From an optimization exercise on the open Yosys and OpenROAD flow, aimed at a short achievable clock period and few clock cycles; shortcuts taken in it are not production practice.
RTL that was checked went through simulation tests only; none was proved equivalent to the original.
Function not checked in runs 1 and 3: the RTL went through the layout flow alone.
Power and IR drop assume default switching activity.

**flow/config.mk**
```make
export PLATFORM = sky130hd
export DESIGN_NAME = cpu
export DESIGN_NICKNAME = cpu
export VERILOG_FILES = /design/flow/design.v
export SDC_FILE = /design/flow/constraint.sdc
export NUM_CORES = 4
export LEC_CHECK = 0
export ABC_CLOCK_PERIOD_IN_PS = 1500
export CAP_MARGIN = 20
export CORE_MARGIN = 2
export CORE_UTILIZATION = 40
export SETUP_SLACK_MARGIN = 4.8
export SLEW_MARGIN = 20
export TNS_END_PERCENT = 20
```
**flow/constraint.sdc**
```tcl
create_clock -name core_clock -period 7.0 [get_ports {clk}]
set_input_delay 1.4000 -clock core_clock [delete_from_list [all_inputs] [get_ports {clk}]]
set_output_delay 1.4000 -clock core_clock [all_outputs]
set_load 0.01 [all_outputs]
```
**flow/design.v**
```verilog
`timescale 1ns / 1ps
module two_to_one_multiplexer
#(parameter width = 16)
(
    input logic [width - 1:0] one,
    input logic [width - 1:0] two,
    input logic sel,
    output logic [width - 1:0] q
    );
    assign q = sel ? two : one;
endmodule
`timescale 1ns / 1ps
module three_to_one_multiplexer(
        input logic [1:0] sel,
        input logic [15:0] one,
        input logic [15:0] two,
        input logic [15:0] three,
        output logic [15:0] q
    );
    always_comb 
    begin
        case(sel)
            2'b00 : q = one;
            2'b01 : q = two;
            2'b10 : q = three;
            default : q = 0;
          endcase            
    end
endmodule
`timescale 1ns / 1ps
module four_to_one(
        input logic [15:0] one,
        input logic [15:0] two,
        input logic [15:0] three,
        input logic [15:0] four,
        input logic [1:0] sel,
        output logic [15:0] q
    );
    always_comb
    begin
    q = 0;
    if(sel == 2'b00) q = one;
    else if(sel == 2'b01) q = two;
    else if(sel == 2'b10) q = three;
    else if(sel == 2'b11) q = four;
    end
endmodule
`timescale 1ns / 1ps
module tristate_mux(
      input logic gate_pc,
      input logic gate_mar,
      input logic gate_mdr,
      input logic gate_alu,
      input logic [15:0] pc,
      input logic [15:0] mar,
      input logic [15:0] mdr,
      input logic [15:0] alu,
      output logic [15:0] q
    );
    always_comb
    begin   
    if(gate_pc == 1) q = pc;
    else if(gate_mdr == 1) q = mdr;
    else if(gate_mar == 1) q = mar;
    else if(gate_alu == 1) q = alu;
    else 
        q = 16'hx;
    end
endmodule
`timescale 1ns / 1ps
module ALU(
      input logic [1:0] aluk,
      input logic [15:0] one,
      input logic [15:0] two,
      output logic [15:0] q
    );
    always_comb
    begin
    q = 0;
    if(aluk==2'b00) q = one + two;
    else if(aluk==2'b01) q = one & two;
    else if(aluk==2'b10) q = ~one;
    else if(aluk==2'b11) q = one;
    end
endmodule
`timescale 1ns / 1ps
module ben(
        input logic [15:0] bus,
        input logic [15:0] ir,
        input logic        ld_cc,
        input logic        clk,
        input logic        reset,
        output logic       branch
    );
    logic n,z,p;
    logic N,Z,P;
    always_ff @(posedge clk)
     begin
        if(reset)
        begin
            n <= 1'b0;
            z <= 1'b0;
            p <= 1'b0;        
        end
        if(ld_cc) 
        begin
            n <= N;       
            z <= Z;      
            p <= P; 
        end
    end
    always_comb
    begin
         N = 1'b0;
         Z = 1'b0;
         P = 1'b0;
         if(bus[15] == 1'b1) 
         begin
            N = 1'b1;
            Z = 1'b0;
            P = 1'b0;
         end   
         else if (bus == 16'h0000) 
         begin
            N = 1'b0;
            Z = 1'b1;
            P = 1'b0;     
         end
         else if ((bus[15] == 1'b0) & (bus != 16'b0)) 
         begin
            N = 1'b0;
            Z = 1'b0;
            P = 1'b1; 
         end
    end
   assign branch = ((ir[11] & n) | (ir[10] & z) | (ir[9] & p)); 
endmodule
module load_reg #(
    parameter DATA_WIDTH = 1  
) (
	input  logic	    		  clk, 
	input  logic	    		  reset, 
	input  logic	    		  load,
	input  logic [DATA_WIDTH-1:0] data_i,  
	output logic [DATA_WIDTH-1:0] data_q
);
	logic [DATA_WIDTH-1:0] data_d;
	always_comb
	begin
		if (load) begin
			data_d = data_i;
		end else begin
			data_d = data_q;
		end
	end
	always_ff @(posedge clk)
	begin
			if(reset) begin  
				data_q <= '0;
			end else begin
				data_q <= data_d;
			end
	end
endmodule
`timescale 1ns / 1ps
module register(
      input logic [15:0] din,
      input logic [2:0] dr,
      input logic ld_reg,
      input logic [2:0] sr1,
      input logic [2:0] sr2,
      input logic       clk,
      input logic       reset,      
      output logic [15:0] sr1_out,
      output logic [15:0] sr2_out
    );
    logic [15:0] r00, r11, r22, r33, r44, r55, r66, r77;    
    logic ld_r0, ld_r1, ld_r2, ld_r3, ld_r4, ld_r5, ld_r6, ld_r7;
    always_comb 
    begin
    ld_r0 = 0;
    ld_r1 = 0;
    ld_r2 = 0;
    ld_r3 = 0;
    ld_r4 = 0;
    ld_r5 = 0;
    ld_r6 = 0;
    ld_r7 = 0;
    if(ld_reg)
        begin
        if(dr == 3'b000) ld_r0 = 1;
        else if(dr == 3'b001) ld_r1 = 1;
        else if(dr == 3'b010) ld_r2 = 1;
        else if(dr == 3'b011) ld_r3 = 1;
        else if(dr == 3'b100) ld_r4 = 1;
        else if(dr == 3'b101) ld_r5 = 1;
        else if(dr == 3'b110) ld_r6 = 1;
        else if(dr == 3'b111) ld_r7 = 1;
        end
    end
    always_comb 
    begin
        unique case(sr1)
            3'b000: sr1_out = r00;
            3'b001: sr1_out = r11;
            3'b010: sr1_out = r22;
            3'b011: sr1_out = r33;
            3'b100: sr1_out = r44;
            3'b101: sr1_out = r55;
            3'b110: sr1_out = r66;
            3'b111: sr1_out = r77;
        endcase
    end
    always_comb 
    begin
        unique case(sr2)
            3'b000: sr2_out = r00;
            3'b001: sr2_out = r11;
            3'b010: sr2_out = r22;
            3'b011: sr2_out = r33;
            3'b100: sr2_out = r44;
            3'b101: sr2_out = r55;
            3'b110: sr2_out = r66;
            3'b111: sr2_out = r77;
        endcase
    end
    load_reg #(.DATA_WIDTH(16)) r0 (
    .clk(clk),
    .reset(reset),
    .load(ld_r0),
    .data_i(din),
    .data_q(r00)
    );  
    load_reg #(.DATA_WIDTH(16)) r1 (
    .clk(clk),
    .reset(reset),
    .load(ld_r1),
    .data_i(din),
    .data_q(r11)
    );
    load_reg #(.DATA_WIDTH(16)) r2 (
    .clk(clk),
    .reset(reset),
    .load(ld_r2),
    .data_i(din),
    .data_q(r22)
    );
    load_reg #(.DATA_WIDTH(16)) r3 (
    .clk(clk),
    .reset(reset),
    .load(ld_r3),
    .data_i(din),
    .data_q(r33)
    );
load_reg #(.DATA_WIDTH(16)) r4 (
    .clk(clk),
    .reset(reset),
    .load(ld_r4),
    .data_i(din),
    .data_q(r44)
    );
load_reg #(.DATA_WIDTH(16)) r5 (
    .clk(clk),
    .reset(reset),
    .load(ld_r5),
    .data_i(din),
    .data_q(r55)
    );
load_reg #(.DATA_WIDTH(16)) r6 (
    .clk(clk),
    .reset(reset),
    .load(ld_r6),
    .data_i(din),
    .data_q(r66)
    );
load_reg #(.DATA_WIDTH(16)) r7 (
    .clk(clk),
    .reset(reset),
    .load(ld_r7),
    .data_i(din),
    .data_q(r77)
    );
endmodule
module control (
	input logic			clk, 
	input logic			reset,
	input logic  [15:0]	ir,
	input logic			ben,
	input logic 		continue_i,
	input logic 		run_i,
	output logic		ld_mar,
	output logic		ld_mdr,
	output logic		ld_ir,
	output logic		ld_pc,
	output logic        ld_led,
	output logic		gate_pc,
	output logic		gate_mdr,
	output logic        gate_alu,
	output logic        gate_marmux,
	output logic        ld_reg,
	output logic        mio_en,
	output logic [1:0]  aluk,
	output logic        sr2_mux,
    output logic        sr1_mux,
    output logic        ld_cc,
	output logic        dr_mux,
	output logic [1:0]	pc_mux,
	output logic        addr1_mux,
	output logic [1:0]  addr2_mux,
	output logic		mem_mem_ena,  
	output logic		mem_wr_ena   
);
	enum logic [4:0] {
		halted, 
		pause_ir1,
		pause_ir2, 
		s_18, 
		s_33_1,
		s_33_2,
		s_33_3,
		s_35,
		s_32,
		s_1,
		s_5,
		s_9,
		s_6,
		s_27,
		s_7,
		s_23,
		s_16_1,
		s_16_2,
		s_16_3,
		s_0,
		s_22,
		s_12,
		s_4,
		s_21,
		s_25_1,
		s_25_2,
		s_25_3
	} state, state_nxt;    
	always_ff @ (posedge clk)
	begin
		if (reset) 
			state <= halted;
		else 
			state <= state_nxt;
	end
	always_comb
	begin 
		ld_mar = 1'b0;
		ld_mdr = 1'b0;
		ld_ir = 1'b0;
		ld_pc = 1'b0;
		ld_led = 1'b0;
		ld_reg = 0;
		aluk =  0;
		addr1_mux = 0;
		addr2_mux = 0;
		mio_en = 1'b0;
		gate_pc = 1'b0;
		gate_mdr = 1'b0;
		gate_marmux = 1'b0;
		gate_alu = 1'b0;
		sr2_mux = 1'b0;
		sr1_mux = 1'b0;
		dr_mux = 0;
		pc_mux = 2'b10;
		mem_mem_ena = 1'b0;
		mem_wr_ena = 1'b0;
		ld_cc = 1'b0;
		case (state)
			halted: ; 
			s_18 : 
				begin 
					gate_pc = 1'b1;
					ld_mar = 1'b1;
					pc_mux = 2'b10;
					ld_pc = 1'b1;
				end
			s_33_1, s_33_2, s_33_3 :  
				begin
					mem_mem_ena = 1'b1;
					ld_mdr = 1'b1;
				end
			s_35 : 
				begin 
					gate_mdr = 1'b1;
					ld_ir = 1'b1;
				end
			pause_ir1: ld_led = 1'b1; 
			pause_ir2: ld_led = 1'b1;
			s_32 :;
			s_1:
			   begin
			       ld_reg = 1'b1;
			       gate_alu=1'b1;
			       aluk = 2'b00;
			       dr_mux = 1'b0;
			       ld_cc = 1'b1;
			       sr1_mux = 1;
			       sr2_mux = ir[5];
			   end
			s_5:
			   begin
			       ld_reg = 1'b1;
			       gate_alu=1'b1;
			       aluk = 2'b01;
			       dr_mux = 1'b0;
			       ld_cc = 1'b1;
			       sr1_mux = 1;
			       sr2_mux = ir[5];
			   end
			s_9:
			   begin
			       ld_reg = 1'b1;
			       gate_alu=1'b1;
			       aluk = 2'b10;
			       dr_mux = 1'b0;
			       ld_cc = 1'b1;
			       sr1_mux = 1;
			       sr2_mux = ir[5];
			   end
			s_0: ;
			s_12:
			   begin
			       aluk = 2'b11;
			       gate_alu = 1'b1;
			       pc_mux = 2'b00;
			       ld_pc = 1'b1;
			       sr1_mux = 1;
			   end
			 s_4:
			    begin
			        ld_reg = 1'b1;
			        gate_pc = 1'b1;
			        dr_mux = 1'b1;
			    end
			 s_21:
			    begin
			        ld_pc = 1'b1;
			        pc_mux = 2'b01;
			        addr1_mux = 1'b1;
			        addr2_mux = 2'b00;
			    end
			 s_6, s_7:
			     begin
			         sr1_mux = 1'b1;
			         addr1_mux = 1'b0;
			         addr2_mux = 2'b10;
			         gate_marmux = 1'b1;
			         ld_mar = 1'b1;
			     end
			 s_25_1, s_25_2, s_25_3:
			     begin
			         mem_mem_ena = 1'b1;
			         ld_mdr = 1'b1;			     
			     end
			 s_27:
			     begin
			         gate_mdr = 1'b1;
			         dr_mux = 1'b0;
			         ld_reg = 1'b1;
			         ld_cc = 1'b1;
			     end
			 s_23:
			     begin
			         sr1_mux = 1'b0;
			         aluk = 2'b11;
			         gate_alu = 1'b1;
			         ld_mdr=1'b1;
			     end
			 s_16_1, s_16_2, s_16_3:
			     begin
			         mem_wr_ena = 1'b1;
			         mem_mem_ena = 1;
			     end
			  s_22:
			  begin
			     addr1_mux = 1;
			     addr2_mux = 2'b01;
			     pc_mux = 2'b01;
			     ld_pc = 1;
			  end
			default : ;
		endcase
	end 
	always_comb
	begin
		state_nxt = state;
		unique case (state)
			halted : 
				if (run_i) 
					state_nxt = s_18;
			s_18 : 
				state_nxt = s_33_1;  
			s_33_1 :                  
				state_nxt = s_33_2;    
			s_33_2 :
				state_nxt = s_33_3;
			s_33_3 : 
				state_nxt = s_35;
			s_35 : 
				state_nxt = s_32;
			pause_ir1 : 
				if (continue_i) 
					state_nxt = pause_ir2;
			pause_ir2 : 
				if (~continue_i)
					state_nxt = s_18;
			s_32:
			   if(ir[15:12] == 4'b0001)
			         state_nxt = s_1;
			   else if(ir[15:12] == 4'b0101)
			         state_nxt = s_5;
			   else if(ir[15:12] == 4'b1001)
			         state_nxt = s_9;
			   else if(ir[15:12] == 4'b0000)
			         state_nxt = s_0;
			   else if(ir[15:12] == 4'b1100)
			         state_nxt = s_12;
			   else if(ir[15:12] == 4'b0100)
			         state_nxt = s_4;
			   else if(ir[15:12] == 4'b0110)
			         state_nxt = s_6;
			   else if(ir[15:12] == 4'b0111)
			         state_nxt = s_7;
			   else if(ir[15:12] == 4'b1101)
			         state_nxt = pause_ir1;
		  s_1:
		      state_nxt = s_18;
		  s_5:
		      state_nxt = s_18;
		  s_9:
		      state_nxt = s_18;
		  s_6:
		      state_nxt = s_25_1;
		  s_25_1:
		      state_nxt = s_25_2;
		  s_25_2:
		      state_nxt = s_25_3;
		  s_25_3:
		      state_nxt = s_27;
		  s_27:
		      state_nxt = s_18;
		  s_7:
		      state_nxt = s_23;
		  s_23:
		      state_nxt = s_16_1;
		  s_16_1:
		      state_nxt = s_16_2;
		  s_16_2:
		      state_nxt = s_16_3;
		  s_16_3:
		      state_nxt = s_18;
		  s_0:
		      if(ben)
		          state_nxt = s_22;
		      else
		          state_nxt = s_18;
		  s_22:
		      state_nxt = s_18;
		  s_12:
		      state_nxt = s_18;
		  s_4:
		      state_nxt = s_21;
		  s_21:
		      state_nxt = s_18;
			default :;
		endcase
	end
endmodule
module cpu (
    input   logic        clk,
    input   logic        reset,
    input   logic        run_i,
    input   logic        continue_i,
    output  logic [15:0] hex_display_debug,
    output  logic [15:0] led_o,
    output  logic        paused_o,
    input   logic [15:0] mem_rdata,
    output  logic [15:0] mem_wdata,
    output  logic [15:0] mem_addr,
    output  logic        mem_mem_ena,
    output  logic        mem_wr_ena
);
    localparam int R_IR   = 0;    
    localparam int R_PC1  = 16;   
    localparam int R_PRED = 32;   
    localparam int RW     = 33;
    localparam int E_IR    = 0;    
    localparam int E_PC1   = 16;   
    localparam int E_OFF   = 32;   
    localparam int E_DR    = 48;   
    localparam int E_SR1I  = 56;   
    localparam int E_SR2I  = 59;   
    localparam int E_DRI   = 62;   
    localparam int E_ADD   = 65;
    localparam int E_AND   = 66;
    localparam int E_NOT   = 67;
    localparam int E_BR    = 68;
    localparam int E_JMP   = 69;
    localparam int E_JSR   = 70;
    localparam int E_LDR   = 71;
    localparam int E_STR   = 72;
    localparam int E_PSE   = 73;
    localparam int E_USE1  = 74;
    localparam int E_USE2  = 75;
    localparam int E_WR    = 76;
    localparam int E_ALU   = 77;
    localparam int E_IMM   = 78;
    localparam int E_PRED  = 79;
    localparam int E_ZOFF  = 80;   
    localparam int EW      = 81;
    function automatic logic [15:0] add16c(input logic [15:0] a, input logic [15:0] b, input logic ci);
        logic [15:0] g, p, t;
        g = a & b;
        p = a ^ b;
        g[0] = g[0] | (p[0] & ci);
        t = p;
        for (int d = 1; d < 16; d = d * 2) begin
            for (int i = 15; i >= d; i--) begin
                g[i] = g[i] | (t[i] & g[i-d]);
                t[i] = t[i] & t[i-d];
            end
        end
        add16c = p ^ {g[14:0], ci};
    endfunction
    function automatic logic [15:0] add16(input logic [15:0] a, input logic [15:0] b);
        add16 = add16c(a, b, 1'b0);
    endfunction
    function automatic logic [EW-1:0] decode(input logic [RW-1:0] r);
        logic [EW-1:0] e;
        logic [15:0] w, pc1, off;
        logic [3:0]  op;
        logic        fadd, fand, fnot, fbr, fjmp, fjsr, fldr, fstr, fpse;
        logic [2:0]  s1, s2, d;
        w    = r[R_IR +: 16];
        pc1  = r[R_PC1 +: 16];
        op   = w[15:12];
        fadd = (op == 4'b0001);
        fand = (op == 4'b0101);
        fnot = (op == 4'b1001);
        fbr  = (op == 4'b0000);
        fjmp = (op == 4'b1100);
        fjsr = (op == 4'b0100);
        fldr = (op == 4'b0110);
        fstr = (op == 4'b0111);
        fpse = (op == 4'b1101);
        s1   = w[8:6];
        s2   = fstr ? w[11:9] : w[2:0];
        d    = fjsr ? 3'd7 : w[11:9];
        off  = fjsr ? {{5{w[10]}}, w[10:0]} : {{7{w[8]}}, w[8:0]};
        e = '0;
        e[E_IR  +: 16] = w;
        e[E_PC1 +: 16] = pc1;
        e[E_OFF +: 16] = off;
        e[E_DR  +: 8]  = 8'b1 << d;
        e[E_SR1I +: 3] = s1;
        e[E_SR2I +: 3] = s2;
        e[E_DRI  +: 3] = d;
        e[E_ADD]   = fadd;
        e[E_AND]   = fand;
        e[E_NOT]   = fnot;
        e[E_BR]    = fbr;
        e[E_JMP]   = fjmp;
        e[E_JSR]   = fjsr;
        e[E_LDR]   = fldr;
        e[E_STR]   = fstr;
        e[E_PSE]   = fpse;
        e[E_USE1]  = fadd | fand | fnot | fjmp | fldr | fstr;
        e[E_USE2]  = ((fadd | fand) & ~w[5]) | fstr;
        e[E_WR]    = fadd | fand | fnot | fldr | fjsr;
        e[E_ALU]   = fadd | fand | fnot;
        e[E_IMM]   = (fadd | fand) & w[5];
        e[E_PRED]  = r[R_PRED];
        e[E_ZOFF]  = fjsr ? (w[10:0] == 11'd0) : (w[8:0] == 9'd0);
        decode = e;
    endfunction
    localparam logic [1:0] S_HALT = 2'd0, S_RUN = 2'd1, S_P1 = 2'd2, S_P2 = 2'd3;
    logic [1:0]  run_st;
    logic [127:0] rf;           
    logic        cc_n, cc_z, cc_p;
    logic [15:0] pse_ir;        
    logic        paused_r;
    logic [15:0] fpc;           
    logic [15:0] xpc;           
    logic [15:0] pa, pd;
    logic        pw;            
    logic        p_v;           
    logic [15:0] p_pc1;
    logic        p_pred;
    logic        p_ld, p_wreg, p_wcc;
    logic        st_v, st_hx;   
    logic [15:0] sa, sa1;       
    logic [2:0]  p_dr;
    logic        s1_v, s1_ld, s1_wreg, s1_wcc, s1_pred;
    logic [2:0]  s1_dr;
    logic [15:0] s1_pc1;
    logic        s2_v, s2_ld, s2_wreg, s2_wcc, s2_pred;
    logic [2:0]  s2_dr;
    logic [15:0] s2_pc1;
    logic          xv;
    logic [EW-1:0] xe;
    logic [15:0]   opa, opb;    
    logic [2:0]    qcnt;
    logic [1:0]    qh, qt;      
    logic [RW-1:0] qd [0:3];
    logic [EW-1:0] hr;          
    logic        smc_r;
    logic [15:0] x_ir, x_pc1, x_tgt, x_tgt1;
    logic [7:0]  x_droh;
    logic [2:0]  x_dri;
    logic        x_add, x_and, x_br, x_jmp, x_jsr, x_ldr, x_str, x_pse;
    logic        x_wr, x_alu, x_pred, x_zoff;
    assign x_ir    = xe[E_IR  +: 16];
    assign x_pc1   = xe[E_PC1 +: 16];
    assign x_tgt   = add16c(x_pc1, xe[E_OFF +: 16], 1'b0);
    assign x_tgt1  = add16c(x_pc1, xe[E_OFF +: 16], 1'b1);
    assign x_droh  = xe[E_DR  +: 8];
    assign x_dri   = xe[E_DRI  +: 3];
    assign x_add   = xe[E_ADD];
    assign x_and   = xe[E_AND];
    assign x_br    = xe[E_BR];
    assign x_jmp   = xe[E_JMP];
    assign x_jsr   = xe[E_JSR];
    assign x_ldr   = xe[E_LDR];
    assign x_str   = xe[E_STR];
    assign x_pse   = xe[E_PSE];
    assign x_wr    = xe[E_WR];
    assign x_alu   = xe[E_ALU];
    assign x_pred  = xe[E_PRED];
    assign x_zoff  = xe[E_ZOFF];
    logic [15:0] sum, alu_res, agen;
    assign sum     = add16(opa, opb);
    assign alu_res = x_add ? sum : (x_and ? (opa & opb) : ~opa);
    assign agen    = add16(opa, {{10{x_ir[5]}}, x_ir[5:0]});
    logic alu_z, alu_n;
    assign alu_z = x_add ? (((opa ^ opb) ^ {opa[14:0] | opb[14:0], 1'b0}) == 16'h0)
                         : ((x_and ? (opa & opb) : ~opa) == 16'h0);
    assign alu_n = alu_res[15];
    logic cond;
    assign cond = (x_ir[11] & cc_n) | (x_ir[10] & cc_z) | (x_ir[9] & cc_p);
    logic x_fire, x_taken, x_redir, redir, x_mem;
    logic [15:0] raddr, raddr1;
    assign x_fire  = xv & ~st_hx & ~smc_r;
    assign x_taken = ((x_br & cond) | x_jsr) & ~x_zoff;
    assign x_redir = x_fire & (x_jmp | (x_taken != x_pred) | (x_pred & ~(x_br | x_jsr)));
    assign redir   = smc_r | x_redir;
    assign raddr   = smc_r ? xpc : (x_jmp ? opa : (x_taken ? x_tgt : x_pc1));
    assign raddr1  = smc_r ? (xpc + 16'd1) : (x_jmp ? (opa + 16'd1) : (x_taken ? x_tgt1 : (x_pc1 + 16'd1)));
    assign x_mem   = x_fire & (x_ldr | x_str);
    logic kill_cc;
    assign kill_cc = x_fire & (x_alu | x_ldr);
    function automatic logic kill_reg(input logic [2:0] d);
        kill_reg = x_fire & x_wr & (x_dri == d);
    endfunction
    logic [15:0] btb_v;
    logic [11:0] btb_tag [0:15];
    logic [15:0] btb_tgt [0:15];
    logic        bhit;
    logic [15:0] btgt;
    logic [15:0] x_pc;
    logic [15:0] bh;
    always_comb begin
        btgt = '0;
        for (int i = 0; i < 16; i++) begin
            bh[i] = btb_v[i] & (fpc[3:0] == i[3:0]) & (btb_tag[i] == fpc[15:4]);
            btgt  = btgt | ({16{bh[i]}} & btb_tgt[i]);
        end
    end
    logic        lp_v;
    logic [15:0] lp_pc;
    logic [2:0]  lp_c;
    logic        dec_v;         
    logic [2:0]  dec_c;
    logic        lp_exit;
    assign lp_exit = lp_v & (fpc == lp_pc) & (rf[lp_c*16 +: 16] == 16'd1);
    assign bhit = (|bh) & ~lp_exit & ~(st_v & (fpc == sa));
    assign x_pc = x_pc1 - 16'd1;
    logic        p_fetch;       
    logic [2:0]  occ;
    logic        room, can_fetch;
    logic [15:0] faddr, faddr1, fpc1;
    assign p_fetch   = (run_st == S_HALT) ? run_i : p_v;
    assign occ       = qcnt + {2'b0, p_v} + {2'b0, s1_v & ~s1_ld} + {2'b0, s2_v & ~s2_ld};
    assign room      = (occ <= 3'd3);
    assign can_fetch = ~x_mem & (redir | room);
    assign faddr     = redir ? raddr : fpc;
    assign fpc1      = fpc + 16'd1;
    assign faddr1    = redir ? raddr1 : fpc1;
    assign mem_addr    = pa;
    assign mem_mem_ena = 1'b1;
    assign mem_wr_ena  = pw;
    assign mem_wdata   = pd;
    logic          arr_fetch;
    logic [RW-1:0] arr_r;
    assign arr_fetch = s2_v & ~s2_ld & ~redir;
    assign arr_r = {s2_pred, s2_pc1, mem_rdata};
    logic ld_we, ld_cc;
    assign ld_we = s2_v & s2_ld & s2_wreg & ~kill_reg(s2_dr);
    assign ld_cc = s2_v & s2_ld & s2_wcc & ~kill_cc;
    logic          n_v, n_q;
    logic [EW-1:0] nxe;
    assign n_q  = (qcnt != 3'd0);
    assign n_v  = n_q | arr_fetch;
    assign nxe  = n_q ? hr : decode(arr_r);
    logic       l0_v, l1_v, l2_v, l0_c, l1_c, l2_c;
    logic [2:0] l0_d, l1_d, l2_d;
    assign l0_v = x_fire & x_ldr;                  
    assign l0_d = x_dri;
    assign l0_c = x_fire & x_ldr;
    assign l1_v = p_ld & p_wreg & ~kill_reg(p_dr);
    assign l1_d = p_dr;
    assign l1_c = p_ld & p_wcc & ~kill_cc;
    assign l2_v = s1_v & s1_ld & s1_wreg & ~kill_reg(s1_dr);
    assign l2_d = s1_dr;
    assign l2_c = s1_v & s1_ld & s1_wcc & ~kill_cc;
    logic [2:0] n_sr1, n_sr2;
    assign n_sr1  = nxe[E_SR1I +: 3];
    assign n_sr2  = nxe[E_SR2I +: 3];
    function automatic logic hz(input logic [EW-1:0] e);
        logic u1, u2;
        logic [2:0] a, b;
        u1 = e[E_USE1];
        u2 = e[E_USE2];
        a  = e[E_SR1I +: 3];
        b  = e[E_SR2I +: 3];
        hz = (l0_v & ((u1 & (l0_d == a)) | (u2 & (l0_d == b))))
           | (l1_v & ((u1 & (l1_d == a)) | (u2 & (l1_d == b))))
           | (l2_v & ((u1 & (l2_d == a)) | (u2 & (l2_d == b))))
           | (e[E_BR] & (l0_c | l1_c | l2_c));
    endfunction
    logic run_next, ent_q, ent_a, ent;
    assign run_next = ((run_st == S_RUN) & ~(x_fire & x_pse))
                    | ((run_st == S_P2) & ~continue_i);
    logic st_next;
    assign st_next = x_fire & x_str | (run_st != S_RUN);
    logic ent_q_nr;
    assign ent_q_nr = ~hz(hr) & ~(hr[E_PSE] & st_next) & run_next;
    assign ent_q = ent_q_nr & ~redir;
    logic [EW-1:0] arr_d;
    assign arr_d = decode(arr_r);
    assign ent_a = arr_fetch & ~hz(arr_d) & ~(arr_d[E_PSE] & st_next) & run_next & ~redir;
    assign ent   = n_q ? ent_q : ent_a;
    function automatic logic [15:0] rd_fwd(input logic [2:0] r);
        logic [15:0] v;
        if (x_fire & x_jsr & (r == 3'd7))   v = x_pc1;
        else if (ld_we & (s2_dr == r))      v = mem_rdata;
        else                                v = rf[r*16 +: 16];
        rd_fwd = (x_fire & x_alu & (x_dri == r)) ? alu_res : v;
    endfunction
    logic [15:0] rd_opb, opb_v;
    logic [2:0]  n_ia, n_ib;
    assign n_ia = nxe[E_IR + 0 +: 3];
    assign n_ib = nxe[E_IR + 9 +: 3];
    always_comb begin
        if (nxe[E_IMM])                         opb_v = {{11{nxe[E_IR + 4]}}, nxe[E_IR +: 5]};
        else if (x_fire & x_jsr & (n_sr2 == 3'd7)) opb_v = x_pc1;
        else if (ld_we & (s2_dr == n_sr2))      opb_v = mem_rdata;
        else if (nxe[E_STR])                    opb_v = rf[n_ib*16 +: 16];
        else                                    opb_v = rf[n_ia*16 +: 16];
        rd_opb = (~nxe[E_IMM] & x_fire & x_alu & (x_dri == n_sr2)) ? alu_res : opb_v;
    end
    function automatic logic [15:0] rd_fwd2(input logic [2:0] r, input logic imm, input logic [15:0] iv);
        logic [15:0] v;
        if (imm)                            v = iv;
        else if (x_fire & x_jsr & (r == 3'd7)) v = x_pc1;
        else if (ld_we & (s2_dr == r))      v = mem_rdata;
        else                                v = rf[r*16 +: 16];
        rd_fwd2 = (~imm & x_fire & x_alu & (x_dri == r)) ? alu_res : v;
    endfunction
    logic        hit, hit_q;
    always_comb begin
        hit_q = 1'b0;
        for (int i = 0; i < 4; i++)
            hit_q = hit_q | (({1'b0, i[1:0] - qh} < qcnt) & (qd[i][R_PC1 +: 16] == sa1));
    end
    assign hit = st_v & (
                   (xv & (x_pc1 == sa1))
                 | hit_q
                 | (s1_v & ~s1_ld & (s1_pc1 == sa1))
                 | (s2_v & ~s2_ld & (s2_pc1 == sa1)));
    logic paused_nx;
    assign paused_nx = ((run_st == S_RUN) & x_fire & x_pse) | (run_st == S_P1)
                     | ((run_st == S_P2) & continue_i) | (ent & nxe[E_PSE] & ~hit);
    assign paused_o = paused_r;
    assign led_o = pse_ir;
    assign hex_display_debug = pse_ir;
    always_ff @(posedge clk) begin
        xe  <= nxe;
        opa <= rd_fwd(n_sr1);
        opb <= rd_opb;
        pd     <= opb;
        p_dr   <= x_dri;
        p_wreg <= 1'b1;
        p_wcc  <= 1'b1;
        st_v   <= x_mem & x_str;
        st_hx  <= x_mem & x_str & (opa == add16c(x_pc1, ~{{10{x_ir[5]}}, x_ir[5:0]}, 1'b1));
        if (x_mem & x_str) begin
            sa  <= agen;
            sa1 <= add16c(opa, {{10{x_ir[5]}}, x_ir[5:0]}, 1'b1);
        end
        s1_ld   <= p_ld;
        s1_dr   <= p_dr;
        s1_wreg <= p_wreg & ~kill_reg(p_dr);
        s1_wcc  <= p_wcc & ~kill_cc;
        s1_pc1  <= p_pc1;
        s1_pred <= p_pred;
        s2_ld   <= s1_ld;
        s2_dr   <= s1_dr;
        s2_wreg <= s1_wreg & ~kill_reg(s1_dr);
        s2_wcc  <= s1_wcc & ~kill_cc;
        s2_pc1  <= s1_pc1;
        s2_pred <= s1_pred;
        if (x_fire & x_taken & ~x_pred) begin
            btb_tag[x_pc[3:0]] <= x_pc[15:4];
            btb_tgt[x_pc[3:0]] <= x_tgt;
        end
        if (arr_fetch) qd[qt] <= arr_r;
        if (n_q & ent_q_nr & (qcnt >= 3'd2))
            hr <= decode(qd[qh + 2'd1]);
        else if (s2_v & ~s2_ld & (n_q ? (ent_q_nr & (qcnt == 3'd1)) : 1'b1))
            hr <= decode(arr_r);
    end
    always_ff @(posedge clk) begin
        if (reset) begin
            run_st <= S_HALT;
            rf     <= '0;
            cc_n   <= 1'b0;
            cc_z   <= 1'b0;
            cc_p   <= 1'b0;
            pse_ir <= '0;
            paused_r <= 1'b0;
            fpc    <= 16'd1;
            xpc    <= '0;
            pa     <= '0;
            pw     <= 1'b0;
            p_v    <= 1'b0;
            p_pc1  <= 16'd1;
            p_pred <= 1'b0;
            p_ld   <= 1'b0;
            s1_v   <= 1'b0;
            s2_v   <= 1'b0;
            xv     <= 1'b0;
            qcnt   <= '0;
            qh     <= '0;
            qt     <= '0;
            smc_r  <= 1'b0;
            btb_v  <= '0;
            lp_v   <= 1'b0;
            dec_v  <= 1'b0;
        end else begin
            if (x_fire) begin
                dec_v <= x_add & x_ir[5] & (x_ir[4:0] == 5'h1f) & (x_ir[11:9] == x_ir[8:6]);
                dec_c <= x_dri;
                if (x_br & x_taken & dec_v & x_ir[8]
                    & x_ir[9] & ~x_ir[10]) begin
                    lp_v  <= 1'b1;
                    lp_pc <= x_pc;
                    lp_c  <= dec_c;
                end
            end
            case (run_st)
                S_HALT: if (run_i) run_st <= S_RUN;
                S_RUN:  if (x_fire & x_pse) run_st <= continue_i ? S_P2 : S_P1;
                S_P1:   if (continue_i) run_st <= S_P2;
                S_P2:   if (~continue_i) run_st <= S_RUN;
            endcase
            if (~paused_r) pse_ir <= nxe[E_IR +: 16];
            paused_r <= paused_nx;
            for (int i = 0; i < 8; i++) begin
                if (x_fire & x_alu & x_droh[i])      rf[i*16 +: 16] <= alu_res;
                else if (x_fire & x_jsr & (i == 7))  rf[i*16 +: 16] <= x_pc1;
                else if (ld_we & (s2_dr == i[2:0]))  rf[i*16 +: 16] <= mem_rdata;
            end
            if (x_fire & x_alu) begin
                cc_n <= alu_n;
                cc_z <= alu_z;
                cc_p <= ~alu_n & ~alu_z;
            end else if (ld_cc) begin
                cc_n <= mem_rdata[15];
                cc_z <= (mem_rdata == 16'h0);
                cc_p <= ~mem_rdata[15] & (mem_rdata != 16'h0);
            end
            if (x_fire) xpc <= raddr;
            if (x_fire & x_taken & ~x_pred) btb_v[x_pc[3:0]] <= 1'b1;
            if (st_v & (btb_tag[sa[3:0]] == sa[15:4])) btb_v[sa[3:0]] <= 1'b0;
            smc_r <= hit;
            if (run_st == S_HALT) begin
                pa     <= {15'd0, run_i};
                pw     <= 1'b0;
                p_ld   <= 1'b0;
                p_v    <= run_i;
                p_pc1  <= run_i ? 16'd2 : 16'd1;
                p_pred <= 1'b0;
                fpc    <= run_i ? 16'd2 : 16'd1;
            end else if (x_mem) begin
                pa   <= agen;
                pw   <= x_str;
                p_ld <= x_ldr;
                p_v  <= 1'b0;
            end else begin
                pw   <= 1'b0;
                p_ld <= 1'b0;
                p_v  <= can_fetch;
                if (can_fetch) begin
                    pa     <= faddr;
                    p_pc1  <= faddr1;
                    p_pred <= ~redir & bhit;
                    fpc    <= redir ? raddr1 : (bhit ? btgt : fpc1);
                end
            end
            s1_v <= (p_fetch & ~redir) | p_ld;
            s2_v <= s1_v & ~(redir & ~s1_ld);
            xv <= ent;
            if (redir) begin
                qcnt <= '0;
                qh   <= '0;
                qt   <= '0;
            end else begin
                if (n_q & ent_q) qh <= qh + 2'd1;
                if (arr_fetch & (n_q | ~ent_a)) qt <= qt + 2'd1;
                if (n_q & ent_q & ~arr_fetch) qcnt <= qcnt - 3'd1;
                else if (arr_fetch & (n_q ? ~ent_q : ~ent_a)) qcnt <= qcnt + 3'd1;
            end
        end
    end
endmodule
```
**flow/flow/run.sh**
```bash
#!/bin/bash
# Standard layout, with a plain buffer (not a delay buffer) on every port, and
# without the adder-extraction step in synthesis (abc maps the adders as
# plain logic). Registers are the same as the standard synthesis's.
set -euo pipefail
export BUFFER_PORTS_ARGS="-buffer_cell sky130_fd_sc_hd__buf_4"
export ADDER_MAP_FILE=
bash standard.sh finish > run_standard.log 2>&1
```
**flow/standard.sh**
```bash
#!/bin/bash
# synth_recipe.tcl (not shown) runs the flow's synth.tcl, then flattens the netlist and writes it again
# the make line also repeats each setting of config.mk as NAME=value (left out here)
make -C /OpenROAD-flow-scripts/flow DESIGN_CONFIG=/design/flow/config.mk WORK_HOME=/design/flow/orfs CLKGATE_MAP_FILE= SYNTH_SCRIPT=/design/flow/synth_recipe.tcl "${@:-finish}"
```
==> impl_results.md, run 1 <==
- Status: timing/DRC/antenna clean
- H-tree levels: 3
- Worst-margin pin slew: 1.28 ns
- Switching Share: 32.7%
- Largest net degree at the start of global routing: 68
- Worst Hold Path Cells: 0
- Worst Clk Skew: 0.0795 ns
- Post-synthesis instance area: 56100 µm²
- DIE WIDTH: 378 µm
- Global-route layer with the greatest usage: met2
- Startpoint types: flop
- Crit path DAT: 4.08 ns
- Top-count cell post-synth: edfxtp_1
- Gate power share: 26.9%
- Syn_nets: 5257
- Num rows: 137
- Half-perimeter wire length after placement: 140 mm
- Final setup fails: 0
- Register share of total power: 40.0%
- Fillers: 11860
- Worst min path class: flop to flop
- Int Power: 13.2 mW
- Critical-path maximum fanout: 5
- Total global-route track usage: 30.8%
- Detailed Routing Iterations Pass 1: 6
- Core area: 139000 µm²
- Clk pwr share: 33.0%
- RSZ-0062 raised after global routing: true
- Total CTS buffers: 117
- First-pass GRT wire length: 321 mm
- Avg Cell Area, Syn: 10.7 µm²
- Clock root buffer master: clkbuf_16
- Setup TNS: 0 ns
- Met1 Track Usage GR: 39.8%
- Cell Count, Final, Fillers Out: 7571
- Largest cells by area after synthesis: edfxtp_1 (37%), dfxtp_1 (14%), xnor2_1 (7.1%)
- Top FF cell, synth: edfxtp_1
- Synth Instances: 5237
- Synth top area share: 37.3%
- Die Area: 143000 µm²
- Fin crit period: 3.48 ns
- Routed Antenna Nets: 0
- Max IR drop VDD: 190 µV
- M2 GR Usage: 48.2%
- Final Hold Viols: 0
- Vias/cell: 6.31
- Fin. max-slew vios: 0
- Initial antenna violation count: 12
- Area delta synth->final: 29.6%
- Boundary pin count: 87
- Commonest cells post-synth: edfxtp_1 (697), nand2_1 (620), xnor2_1 (454), dfxtp_1 (403), nor2_1 (340)
- CTS max path bufs: 3
- Leakage: 24.9 nW
- CTS tree: done
- Synth Warn #: 1
- Cell count of the worst reg-to-reg path: 11
- FMAX: 0.288 GHz
- Wire length per cell: 30.9 µm
- Gpl congestion: 0.987
- Total Power: 19.6 mW
- Die Y: 378 µm
- NetSw: 6.40 mW
- Grt total ovfl: 0
- CTS clk-pin slew, worst paths: 0.07 ns
- DR vias: 47787
- Slew Limit Headroom: 12.5%
- Initial Util: 40.2%
- Worst EP required: 7.61 ns
- CTS Sinks: 1100
- Critical path type: flop to flop
- Final WS setup: 3.52 ns
- Pwr Density: 269 nW/µm²
- Hold Buf Count CTS: 0
- Final #Nets: 5608
- Iter 0 DRT Violations: 6720
- Netlist cell types: 92
- Met3 capacity usage during global routing: 5.65%
- Share of cells above drive strength 1: 28.0%
- Sequential fraction of the synthesis area: 51.7%
- Port bufs: 85
- Ys async rst share: 0%
- Number of synthesized flops with an enable pin: 697
- DRC Markers: 0
- Cell type with the highest aggregate area in the netlist: edfxtp_1
- Final period util: 49.7%
- WL final: 234 mm
- Endpoint type of the worst setup path: flop
- Worst skew pair latency: 0.80 ns
- Number of max-cap violations: 0
- Dpl ws: 1.92 ns
- Vias in the first global route: 44199
- Register bit total from synthesis: 1100
- Post-Place Cells: 6919
-- kinds of logic (layout without fill, tap and decap cells) --
group / after synthesis / in the layout / synth area share (%)
other: 1 / 6 / 0.00669
AO/OA/AOI/OAI: 1065 / 1066 / 12.7
buffers and inverters: 495 / 943 / 3.72
XOR/XNOR: 618 / 618 / 9.65
AND/OR/NAND/NOR: 1641 / 1645 / 13.8
adder cells (fa/ha/maj): 18 / 18 / 0.335
multiplexers: 299 / 299 / 8.14
flip-flops: 1100 / 1100 / 51.7
-- cell usage in the layout, fill, tap and decap left out, types with 31 or more instances in the layout --
cell	Yosys	routed
a211oi_1	175	149
a21oi_1	222	171
a21oi_2	1	40
a221oi_1	47	42
a22o_1	41	41
a22oi_1	63	60
a31oi_1	47	35
and3_1	50	48
buf_12	0	107
buf_4	21	379
buf_6	11	86
clkbuf_16	0	143
dfxtp_1	403	335
dfxtp_4	0	48
edfxtp_1	697	697
inv_1	46	42
mux2i_1	145	131
mux4_2	122	122
nand2_1	620	573
nand2_2	0	31
nand3_1	173	159
nand4_1	123	123
nor2_1	340	285
nor2_4	0	36
nor2b_1	42	37
nor3_1	71	50
nor4_1	83	48
o211ai_1	37	37
o21ai_0	181	151
o21ai_1	38	47
xnor2_1	454	413
xor2_1	164	149
-- layer usage --
layer  wire [µm]  share of wire (%)
met5          41              0.018
met4       18600                8.0
met3       23300                 10
met2      105000                 45
met1       86800                 37
-- layout make-up --
| cell class | instances | area [µm²] | share of cell area [%] |
|---|---|---|---|
| inverters | 52 | 243 | 0.334 |
| flip-flops and latches | 1100 | 29200 | 40.2 |
| multi-input cells | 3647 | 28600 | 39.4 |
| repair buffers | 669 | 8280 | 11.4 |
| well taps | 1876 | 2350 | 3.23 |
| clock inverters | 65 | 676 | 0.930 |
| clock buffers | 156 | 3290 | 4.53 |
| repair inverters | 1 | 8.76 | 0.0121 |
| diodes | 5 | 12.5 | 0.0172 |
-- state kept, by name, summed over array words and instances (netlist names), 16 cells and up, named ones only --
signal   cells
btb_tag    192
btb_tgt    256
pa          16
sa          16
pse_ir      16
xe          53
xpc         16
hr          63
s2_pc1      16
p_pc1       16
sa1         16
lp_pc       16
btb_v       16
opa         16
qd         132
s1_pc1      16
fpc         16
opb         16
rf         128
pd          16
-- stage by stage --
step | utilization [%] | instance area [µm²] | hold WS [ns]
2_1_floorplan | - | 56700 | 0.310
3_3_place_gp | 42.4 | 59100 | 0.341
3_5_place_dp | 42.4 | 59100 | 0.339
4_1_cts | 49.9 | 69600 | 0.359
5_1_grt | 52.1 | 72600 | 0.364
6_report | 52.1 | 72700 | 0.362
-- power groups by stage --
stage          Combinational, mW  Sequential, mW  Clock [mW]
2_1_floorplan               2.31            7.74           0
3_3_place_gp                3.53            7.94           0
3_5_place_dp                3.57            7.94           0
4_1_cts                     4.63            7.80        6.49
5_1_grt                     5.42            7.84        6.73
6_report                    5.27            7.83        6.47
-- worst max-delay path, cell delays in order, from the launching register on --
cell and delay [ns]:
dfxtp_4 0.36, buf_12 0.14, nand2b_4 0.14, maj3_2 0.32, maj3_2 0.35, maj3_2 0.32
maj3_2 0.34, nand2b_2 0.25, o221ai_2 0.21, o2111a_1 0.20, o211ai_1 0.15, nor4_4 0.53
-- path summary, 6_finish.rpt --
check	start	end	slack, ns
hold reg to reg	p_pred$_SDFFE_PP0P_	s1_pred$_DFF_P_	0.36
hold / removal	p_pred$_SDFFE_PP0P_	s1_pred$_DFF_P_	0.36
setup / recovery	xe[16]$_DFF_P_	st_hx$_DFF_P_	3.52
setup reg to reg	xe[16]$_DFF_P_	st_hx$_DFF_P_	3.52
-- timing repair --
item / CTS / global route
resized for setup: 759 / 314
setup endpoints to repair: 1561 / 1498
pin swaps: 156 / 127
buffers inserted: 235 / 106
gates cloned: 53 / 32
==> run 2, diff against run 1 <==
--- a/flow/design.v
+++ b/flow/design.v
@@ -752,2 +752,10 @@
     assign x_mem   = x_fire & (x_ldr | x_str);
+    logic [15:0] hx_a, hx_b, hx_c, hx_s, hx_k;
+    logic        hx_eq;
+    assign hx_a  = opa;
+    assign hx_b  = {{10{x_ir[5]}}, x_ir[5:0]};
+    assign hx_c  = ~x_pc1;
+    assign hx_s  = hx_a ^ hx_b ^ hx_c;
+    assign hx_k  = {(((hx_a & hx_b) | (hx_a & hx_c) | (hx_b & hx_c)) << 1)} | 16'd1;
+    assign hx_eq = ((hx_s ^ hx_k) == {hx_s[14:0] | hx_k[14:0], 1'b0});
     logic kill_cc;
@@ -757,5 +765,5 @@
     endfunction
-    logic [15:0] btb_v;
-    logic [11:0] btb_tag [0:15];
-    logic [15:0] btb_tgt [0:15];
+    logic [7:0]  btb_v;
+    logic [12:0] btb_tag [0:7];
+    logic [15:0] btb_tgt [0:7];
     logic        bhit;
@@ -763,7 +771,7 @@
     logic [15:0] x_pc;
-    logic [15:0] bh;
+    logic [7:0]  bh;
     always_comb begin
         btgt = '0;
-        for (int i = 0; i < 16; i++) begin
-            bh[i] = btb_v[i] & (fpc[3:0] == i[3:0]) & (btb_tag[i] == fpc[15:4]);
+        for (int i = 0; i < 8; i++) begin
+            bh[i] = btb_v[i] & (fpc[2:0] == i[2:0]) & (btb_tag[i] == fpc[15:3]);
             btgt  = btgt | ({16{bh[i]}} & btb_tgt[i]);
@@ -837,3 +845,3 @@
     logic st_next;
-    assign st_next = x_fire & x_str | (run_st != S_RUN);
+    assign st_next = (x_fire & x_str) | (run_st != S_RUN);
     logic ent_q_nr;
@@ -898,3 +906,3 @@
         st_v   <= x_mem & x_str;
-        st_hx  <= x_mem & x_str & (opa == add16c(x_pc1, ~{{10{x_ir[5]}}, x_ir[5:0]}, 1'b1));
+        st_hx  <= x_mem & x_str & hx_eq;
         if (x_mem & x_str) begin
@@ -916,4 +924,4 @@
         if (x_fire & x_taken & ~x_pred) begin
-            btb_tag[x_pc[3:0]] <= x_pc[15:4];
-            btb_tgt[x_pc[3:0]] <= x_tgt;
+            btb_tag[x_pc[2:0]] <= x_pc[15:3];
+            btb_tgt[x_pc[2:0]] <= x_tgt;
         end
@@ -956,4 +964,3 @@
                 dec_c <= x_dri;
-                if (x_br & x_taken & dec_v & x_ir[8]
-                    & x_ir[9] & ~x_ir[10]) begin
+                if (x_br & x_taken & dec_v & x_ir[8] & x_ir[9] & ~x_ir[10]) begin
                     lp_v  <= 1'b1;
@@ -969,3 +976,3 @@
             endcase
-            if (~paused_r) pse_ir <= nxe[E_IR +: 16];
+            if (n_v & ~paused_r) pse_ir <= nxe[E_IR +: 16];
             paused_r <= paused_nx;
@@ -986,4 +993,5 @@
             if (x_fire) xpc <= raddr;
-            if (x_fire & x_taken & ~x_pred) btb_v[x_pc[3:0]] <= 1'b1;
-            if (st_v & (btb_tag[sa[3:0]] == sa[15:4])) btb_v[sa[3:0]] <= 1'b0;
+            if (x_fire & x_taken & ~x_pred) btb_v[x_pc[2:0]] <= 1'b1;
+            for (int i = 0; i < 8; i++)
+                if (st_v & (sa[2:0] == i[2:0]) & (btb_tag[i] == sa[15:3])) btb_v[i] <= 1'b0;
             smc_r <= hit;
==> impl_results.md, run 2 <==
- Crit path DAT: 3.72 ns
- Worst EP required: 7.59 ns
- NetSw: 6.92 mW
- WL final: 206 mm
- Detailed Routing Iterations Pass 1: 7
- Flop2flop setup slack: 3.87 ns
- Met2 routed wirelength: 90.1 mm
- Num rows: 126
- Dpl ws: 2.21 ns
- Final setup fails: 0
- Top FF cell, synth: edfxtp_1
- Setup TNS: 0 ns
- Fillers: 10111
- Metal-1 WL: 76.2 mm
- Startpoint types: flop
- Largest cells by area after synthesis: edfxtp_1 (30%), dfxtp_1 (16%), xnor2_1 (7.5%)
- Total CTS buffers: 97
- DRC Markers: 0
- Number of flip-flops in the largest register: 132
- Synth top area share: 30.2%
- Syn_nets: 4820
- Critical path type: flop to flop
- CTS tree: done
- CTS max path bufs: 3
- Initial antenna violation count: 5
- Endpoint type of the worst setup path: flop
- Worst r2r src: lp_c[0]$_DFFE_PP_
- Largest net degree at the start of global routing: 93
- Register bit total from synthesis: 872
- Grt total ovfl: 0
- Final period util: 44.8%
- Top-count cell post-synth: edfxtp_1
- Met3 WL: 22.0 mm
- Routed Antenna Nets: 0
- Wire length per cell: 30.2 µm
- Number of synthesized flops with an enable pin: 481
- Synth Warn #: 1
- Die Area: 122000 µm²
- Share of cells above drive strength 1: 28.4%
- Avg Cell Area, Syn: 9.96 µm²
- Commonest non-fill, non-tap cell in the layout: edfxtp_1
- First-pass GRT wire length: 288 mm
- Half-perimeter wire length after placement: 123 mm
- Number of max-cap violations: 0
- Netlist cell types: 105
- Switching Share: 37.3%
- Commonest cells post-synth: edfxtp_1 (481), nand2_1 (467), xnor2_1 (411), dfxtp_1 (391), nor2_1 (383)
- Final Hold Viols: 0
- Die Y: 350 µm
- Worst skew pair latency: 0.77 ns
- CP max-delay cell: edfxtp_1
- Post-synthesis instance area: 47800 µm²
- Synth Instances: 4800
- Area delta synth->final: 30.9%
- Max layer used: met4
- Worst min path class: flop to flop
- Total Power: 18.5 mW
- Clk pwr share: 28.7%
- Ys async rst share: 0%
- Gpl congestion: 0.983
- Worst-margin pin slew: 1.15 ns
- Core area: 118000 µm²
- H-tree levels: 3
- Status: timing/DRC/antenna clean
- Gate power share: 36.6%
- Slew Limit Headroom: 23.1%
- Crit path buf inv count: 1
- Cell type with the highest aggregate area in the netlist: edfxtp_1
- Sequential fraction of the synthesis area: 46.6%
- Hold Buf Count CTS: 0
- Max IR drop VDD: 267 µV
- Setup crit end: fpc[11]$_SDFFE_PP0P_
- Total global-route track usage: 32.2%
- Leakage: 21.8 nW
- Clock root buffer master: clkbuf_16
- Fin crit period: 3.13 ns
- Commonest non-fill, non-tap cells in the layout: edfxtp_1 (481), nand2_1 (436), xnor2_1 (375)
- RSZ-0062 raised after global routing: true
- Crit path from: lp_c[0]$_DFFE_PP_
- Port bufs: 85
- Boundary pin count: 87
- Reg-to-Reg End: fpc[11]$_SDFFE_PP0P_
- DIE WIDTH: 350 µm
- Pwr Density: 296 nW/µm²
- Critical path's largest stage delay: 0.59 ns
- Critical-path maximum fanout: 20
- CP Cell Sequence: nor3_1 > o21bai_1 > o2111a_1 > a221o_2 > a221oi_4 > buf_12 > mux2_2 > o21ai_0 > a21oi_1
- Initial Util: 40.4%
- Final WS setup: 3.87 ns
- CP delay by family, top: compound AO/OA/AOI/OAI gates
- Levels on crit path: 9
- CTS clk-pin slew, worst paths: 0.06 ns
- Iter 0 DRT Violations: 6088
- CTS Sinks: 872
- Vias in the first global route: 40428
- Int Power: 11.6 mW
- FMAX: 0.319 GHz
- DR vias: 43150
- Final #Nets: 5134
- Cell count of the worst reg-to-reg path: 9
- Util after Layout: 52.9%
- Vias/cell: 6.34
- Hold slack: 0.349 ns
- Fin. max-slew vios: 0
- Worst Clk Skew: 0.0612 ns
- Register share of total power: 34.7%
run 2: cell types whose count changed in the layout (fill, tap and decap cells not counted), sizes merged, moves of 29 or more:
cell    change
buf        -46
nand3      -29
nor2       +49
nand2     -154
edfxtp    -216
clkbuf     -45
xor2       +47
mux4       -57
xnor2      -42
run 2: power groups by stage:
stage               combinational (mW)  sequential [mW]  clock (mW)
floorplan                         2.98             6.21           0
global placement                  4.46             6.47           0
detailed placement                4.50             6.47           0
CTS                               5.89             6.40        5.37
global route                      6.97             6.45        5.58
finish                            6.78             6.44        5.33
run 2: what timing repair did:
| item | CTS | global route |
|---|---|---|
| setup endpoints to repair | 1159 | 1099 |
| setup buffers | 249 | 107 |
| pin swaps | 165 | 118 |
| gates cloned | 59 | 18 |
| resized for setup | 673 | 332 |
run 2: metrics by stage:
stage / instances / area, µm²
floorplan: 4800 / 48000
global placement: 6181 / 49900
detailed placement: 6182 / 49900
CTS: 6673 / 59800
global route: 6799 / 62600
finish: 6805 / 62600
run 2: kinds of logic (layout without fill, tap and decap cells):
logic type               after synthesis  after routing  share of synthesized area, %
AND/OR/NAND/NOR                     1507           1517                          15.2
AO/OA/AOI/OAI                       1037           1046                          14.8
flip-flops                           872            872                          46.6
XOR/XNOR                             623            623                          11.4
buffers and inverters                466            845                          4.03
multiplexers                         283            283                          7.80
adder cells (fa/ha/maj)               11             11                         0.235
other                                  1              8                       0.00784
run 2: worst min path at each step:
stage / start / end / slack (ns) / cells after the start
floorplan: s1_pred$_DFF_P_ / s2_pred$_DFF_P_ / 0.31 / 0
global placement: s1_pred$_DFF_P_ / s2_pred$_DFF_P_ / 0.33 / 0
detailed placement: s1_pred$_DFF_P_ / s2_pred$_DFF_P_ / 0.33 / 0
CTS: s1_pred$_DFF_P_ / s2_pred$_DFF_P_ / 0.35 / 0
global route: s1_pred$_DFF_P_ / s2_pred$_DFF_P_ / 0.35 / 0
finish: s1_pred$_DFF_P_ / s2_pred$_DFF_P_ / 0.35 / 0
run 2: cell type report:
| type | count | area [µm²] | share of cell area [%] |
|---|---|---|---|
| multi-input combinational | 3481 | 27100 | 43.3 |
| sequential | 872 | 22400 | 35.8 |
| timing repair buffer | 612 | 7420 | 11.9 |
| clock buffer | 123 | 2650 | 4.23 |
| tap | 1600 | 2000 | 3.20 |
| clock inverter | 60 | 697 | 1.11 |
| inverter | 48 | 235 | 0.376 |
| antenna | 7 | 17.5 | 0.0280 |
| timing repair inverter | 2 | 10.0 | 0.0160 |
run 2: layer usage:
metal	GRT usage (%)	up-vias
met5	0	-
met2	49.3	2934
li1	-	18329
met1	40.5	20995
met3	7.07	892
met4	21.9	0
Testbench counts of run 2, summed over its fixed seeds: cycles 62,077.
==> run 3, diff against run 2 <==
--- a/flow/design.v
+++ b/flow/design.v
@@ -683,4 +683,3 @@
     logic        cc_n, cc_z, cc_p;
-    logic [15:0] pse_ir;        
-    logic        paused_r;
+    logic [15:0] pse_ir;
     logic [15:0] fpc;           
@@ -839,3 +838,4 @@
            | (l2_v & ((u1 & (l2_d == a)) | (u2 & (l2_d == b))))
-           | (e[E_BR] & (l0_c | l1_c | l2_c));
+           | (e[E_BR] & (l0_c | l1_c | l2_c))
+           | (u2 & (b == 3'd7) & x_fire & x_jsr);    
     endfunction
@@ -844,10 +844,6 @@
                     | ((run_st == S_P2) & ~continue_i);
-    logic st_next;
-    assign st_next = (x_fire & x_str) | (run_st != S_RUN);
     logic ent_q_nr;
-    assign ent_q_nr = ~hz(hr) & ~(hr[E_PSE] & st_next) & run_next;
+    assign ent_q_nr = ~hz(hr) & run_next;
     assign ent_q = ent_q_nr & ~redir;
-    logic [EW-1:0] arr_d;
-    assign arr_d = decode(arr_r);
-    assign ent_a = arr_fetch & ~hz(arr_d) & ~(arr_d[E_PSE] & st_next) & run_next & ~redir;
+    assign ent_a = arr_fetch & ~hz(decode(arr_r)) & run_next & ~redir;
     assign ent   = n_q ? ent_q : ent_a;
@@ -866,3 +862,2 @@
         if (nxe[E_IMM])                         opb_v = {{11{nxe[E_IR + 4]}}, nxe[E_IR +: 5]};
-        else if (x_fire & x_jsr & (n_sr2 == 3'd7)) opb_v = x_pc1;
         else if (ld_we & (s2_dr == n_sr2))      opb_v = mem_rdata;
@@ -891,6 +886,3 @@
                  | (s2_v & ~s2_ld & (s2_pc1 == sa1)));
-    logic paused_nx;
-    assign paused_nx = ((run_st == S_RUN) & x_fire & x_pse) | (run_st == S_P1)
-                     | ((run_st == S_P2) & continue_i) | (ent & nxe[E_PSE] & ~hit);
-    assign paused_o = paused_r;
+    assign paused_o = run_st[1];
     assign led_o = pse_ir;
@@ -941,3 +933,2 @@
             pse_ir <= '0;
-            paused_r <= 1'b0;
             fpc    <= 16'd1;
@@ -972,3 +963,3 @@
                 S_HALT: if (run_i) run_st <= S_RUN;
-                S_RUN:  if (x_fire & x_pse) run_st <= continue_i ? S_P2 : S_P1;
+                S_RUN:  if (x_fire & x_pse) run_st <= S_P1;
                 S_P1:   if (continue_i) run_st <= S_P2;
@@ -976,4 +967,3 @@
             endcase
-            if (n_v & ~paused_r) pse_ir <= nxe[E_IR +: 16];
-            paused_r <= paused_nx;
+            if (x_fire & x_pse) pse_ir <= x_ir;
             for (int i = 0; i < 8; i++) begin
==> impl_results.md, run 3 <==
- Status: timing/DRC/antenna clean
- Flop2flop setup slack: 3.90 ns
- Port bufs: 85
- Worst min path class: flop to flop
- Post-route design area: 61200 µm²
- Int Power: 10.7 mW
- DR vias: 42474
- Vias/cell: 6.38
- Switching Share: 34.1%
- Critical path type: flop to flop
- Total CTS buffers: 97
- Gate power share: 29.8%
- Reg area: 22500 µm²
- Worst Clk Skew: 0.0558 ns
- Worst EP required: 7.60 ns
- Share of cells above drive strength 1: 26.7%
- Worst skew pair latency: 0.72 ns
- Final #Nets: 5056
- Cell count of the worst reg-to-reg path: 11
- Largest net degree at the start of global routing: 78
- Die Area: 122000 µm²
- Detailed Routing Iterations Pass 1: 9
- Iter 0 DRT Violations: 6225
- Clock root buffer master: clkbuf_16
- Top FF cell, synth: edfxtp_1
- Synth Instances: 4768
- Clk pwr share: 32.4%
- Setup TNS: 0 ns
- Wire length per cell: 29.5 µm
- Post-synthesis instance area: 47700 µm²
- Sequential fraction of the synthesis area: 46.8%
- Fillers: 10207
- Levels on crit path: 11
- Fin. max-slew vios: 0
- Critical-path maximum fanout: 6
- Multi-input gate area: 26500 µm²
- Ys async rst share: 0%
- CP max-delay cell: mux4_2
- Grt total ovfl: 0
- CTS clk-pin slew, worst paths: 0.06 ns
- CTS Sinks: 875
- Register share of total power: 37.8%
- Half-perimeter wire length after placement: 118 mm
- Commonest non-fill, non-tap cells in the layout: nand2_1 (521), edfxtp_1 (481), xnor2_1 (416)
- Endpoint type of the worst setup path: flop
- DIE WIDTH: 349 µm
- Top-count cell post-synth: nand2_1
- Initial Util: 40.4%
- Synth top area share: 30.3%
- Boundary pin count: 87
- Final setup fails: 0
- Cell type with the highest aggregate area in the netlist: edfxtp_1
- FMAX: 0.323 GHz
- Worst-margin pin slew: 1.24 ns
- Number of max-cap violations: 0
- Setup crit end: fpc[0]$_SDFFE_PP1P_
- Max IR drop VDD: 224 µV
- First-pass GRT wire length: 265 mm
- WL final: 196 mm
- Num rows: 126
- Routed Antenna Nets: 0
- Synth Warn #: 1
- Largest cells by area after synthesis: edfxtp_1 (30%), dfxtp_1 (17%), xnor2_1 (8.3%)
- Initial antenna violation count: 2
- Die Y: 349 µm
- Startpoint types: flop
- Final period util: 44.3%
- Gpl congestion: 0.986
- Number of flip-flops in the largest register: 132
- Vias in the first global route: 38069
- RSZ-0062 raised after global routing: true
- Worst r2r src: lp_c[0]$_DFFE_PP_
- NetSw: 5.52 mW
- Reg-to-Reg End: fpc[0]$_SDFFE_PP1P_
- Final Hold Viols: 0
- Slew Limit Headroom: 17.1%
- CP delay by family, top: compound AO/OA/AOI/OAI gates
- Crit path buf inv count: 2
- Commonest non-fill, non-tap cell in the layout: nand2_1
- Total global-route track usage: 29.3%
- Core area: 118000 µm²
- Leakage: 21.2 nW
- Number of synthesized flops with an enable pin: 481
- Pwr Density: 265 nW/µm²
- CP Cell Sequence: buf_12 > nor4b_1 > nand2_1 > a22oi_1 > mux4_2 > a221o_2 > buf_6 > nor3_4 > a21o_1 > o21ai_1 > a221o_1
- Area delta synth->final: 28.3%
- CTS tree: done
- Register bit total from synthesis: 875
- Avg Cell Area, Syn: 10.0 µm²
- Crit path DAT: 3.70 ns
- Netlist cell types: 102
- Fin crit period: 3.10 ns
- Crit path from: lp_c[0]$_DFFE_PP_
- CTS max path bufs: 3
- Syn_nets: 4788
- DRC Markers: 0
- H-tree levels: 3
- Post-DP Area: 49600 µm²
- Critical path's largest stage delay: 0.63 ns
- Commonest cells post-synth: nand2_1 (533), edfxtp_1 (481), xnor2_1 (450), dfxtp_1 (394), nor2_1 (344)
==> run 3: changes by cell type after synthesis, sizes merged, moves of 17 or more <==
cell,delta
a21oi,-30
buf,+28
clkbuf,-19
nand2,+66
nor2,-39
nor2b,-27
nor3,-26
o211ai,+17
o21ai,+32
o31ai,-23
xnor2,+40
xor2,-35
==> run 3: worst min path at each step <==
stage,start,to,slack (ns),cells past startpoint
final,s1_pred$_DFF_P_,s2_pred$_DFF_P_,0.34,0
after global routing,s1_pred$_DFF_P_,s2_pred$_DFF_P_,0.35,0
after CTS,s1_pred$_DFF_P_,s2_pred$_DFF_P_,0.34,0
after detailed placement,s1_pred$_DFF_P_,s2_pred$_DFF_P_,0.33,0
after global placement,s1_pred$_DFF_P_,s2_pred$_DFF_P_,0.32,0
after floorplan,s1_pred$_DFF_P_,s2_pred$_DFF_P_,0.31,0
==> run 3: logic make-up after synthesis <==
| family | synth area share [%] |
|---|---|
| AO/OA/AOI/OAI | 13.8 |
| buffers and inverters | 4.45 |
| other | 0.00787 |
| XOR/XNOR | 11.6 |
| flip-flops | 46.8 |
| AND/OR/NAND/NOR | 15.2 |
| multiplexers | 7.84 |
| adder cells (fa/ha/maj) | 0.320 |
==> run 3: final cells by class <==
cell class | instances | area share [%]
Multi-Input combinational cell | 3428 | 43.3
Antenna cell | 1 | 0.00409
Inverter | 57 | 0.464
Clock inverter | 45 | 0.699
Sequential cell | 875 | 36.8
Tap cell | 1536 | 3.14
Clock buffer | 137 | 4.62
Timing Repair Buffer | 577 | 11.0
==> run 3: metal layers <==
metal	vias up	routed length, µm	global-route usage [%]	share of wire (%)
li1	17993	-	-	-
met1	20756	74600	38.9	38
met2	2932	85600	45.0	44
met3	791	20500	4.76	10
met4	2	15800	17.2	8.0
met5	-	11	0	0.0056
==> run 3: power by group through the flow <==
stage	logic (mW)	clock network (mW)	registers (mW)
floorplan	2.09	0	6.00
global placement	3.14	0	6.17
detailed placement	3.18	0	6.17
CTS	3.75	5.27	6.07
global route	4.93	5.48	6.13
finish	4.82	5.24	6.12
==> run 3: timing repair <==
action	4_1_cts	5_1_grt
buffers inserted	122	185
gates cloned	32	36
endpoints found under the setup margin	1109	1090
resized for setup	339	603
pin swaps	61	176
hold buffers	0	0
==> run 3: stage by stage <==
| stage | hold slack [ns] | util (%) | power, mW | setup slack, ns | std cells |
|---|---|---|---|---|---|
| after floorplan | 0.310 | - | 8.09 | 2.50 | 4768 |
| after global placement | 0.324 | 42.0 | 9.31 | 2.37 | 6098 |
| after detailed placement | 0.326 | 42.0 | 9.35 | 2.31 | 6098 |
| after CTS | 0.340 | 47.6 | 15.1 | 3.95 | 6434 |
| after global routing | 0.348 | 51.8 | 16.5 | 3.90 | 6655 |
| final | 0.339 | 51.8 | 16.2 | 3.90 | 6656 |
==> run 3: worst register-to-register path: stages (launching register included) <==
cell and delay, ns:
edfxtp_1 0.42, buf_12 0.18, nor4b_1 0.15, nand2_1 0.19, a22oi_1 0.15, mux4_2 0.63
a221o_2 0.53, buf_6 0.16, nor3_4 0.11, a21o_1 0.13, o21ai_1 0.06, a221o_1 0.30

## re-timing with driven ports
How much do the figures lean on ideal ports? The routed layouts below were timed once more, with nothing changed but the port constraints.
Step 1 sets driving cells, clkbuf_16 on the clock port and buf_2 on the other inputs (assumed; they add their load-dependent delay and slew).
Step 2 times the ports against the registers' clock, not the clock port: input delays grow and output delays shrink by t, the midpoint of the rising clock arrivals with the driver on.
Slacks: ideal / step 1 / step 2; pairs: ideal / step 1.
run | shift t [ns] | setup slack, ns | worst setup path at the end | latest minus earliest clock arrival (ns)
run 1 | 0.834 | 3.523 / 3.523 / 2.800 | input to register | 0.080 / 0.080
run 2 | 0.810 | 3.866 / 3.850 / 3.040 | input to register | 0.062 / 0.062
run 3 | 0.765 | 3.901 / 3.901 / 3.149 | input to register | 0.058 / 0.058
After both steps setup and hold are still met in every run listed. The setup slack of run 2, which loses most, moves by -0.016 ns with the drivers and by -0.826 ns with both steps.
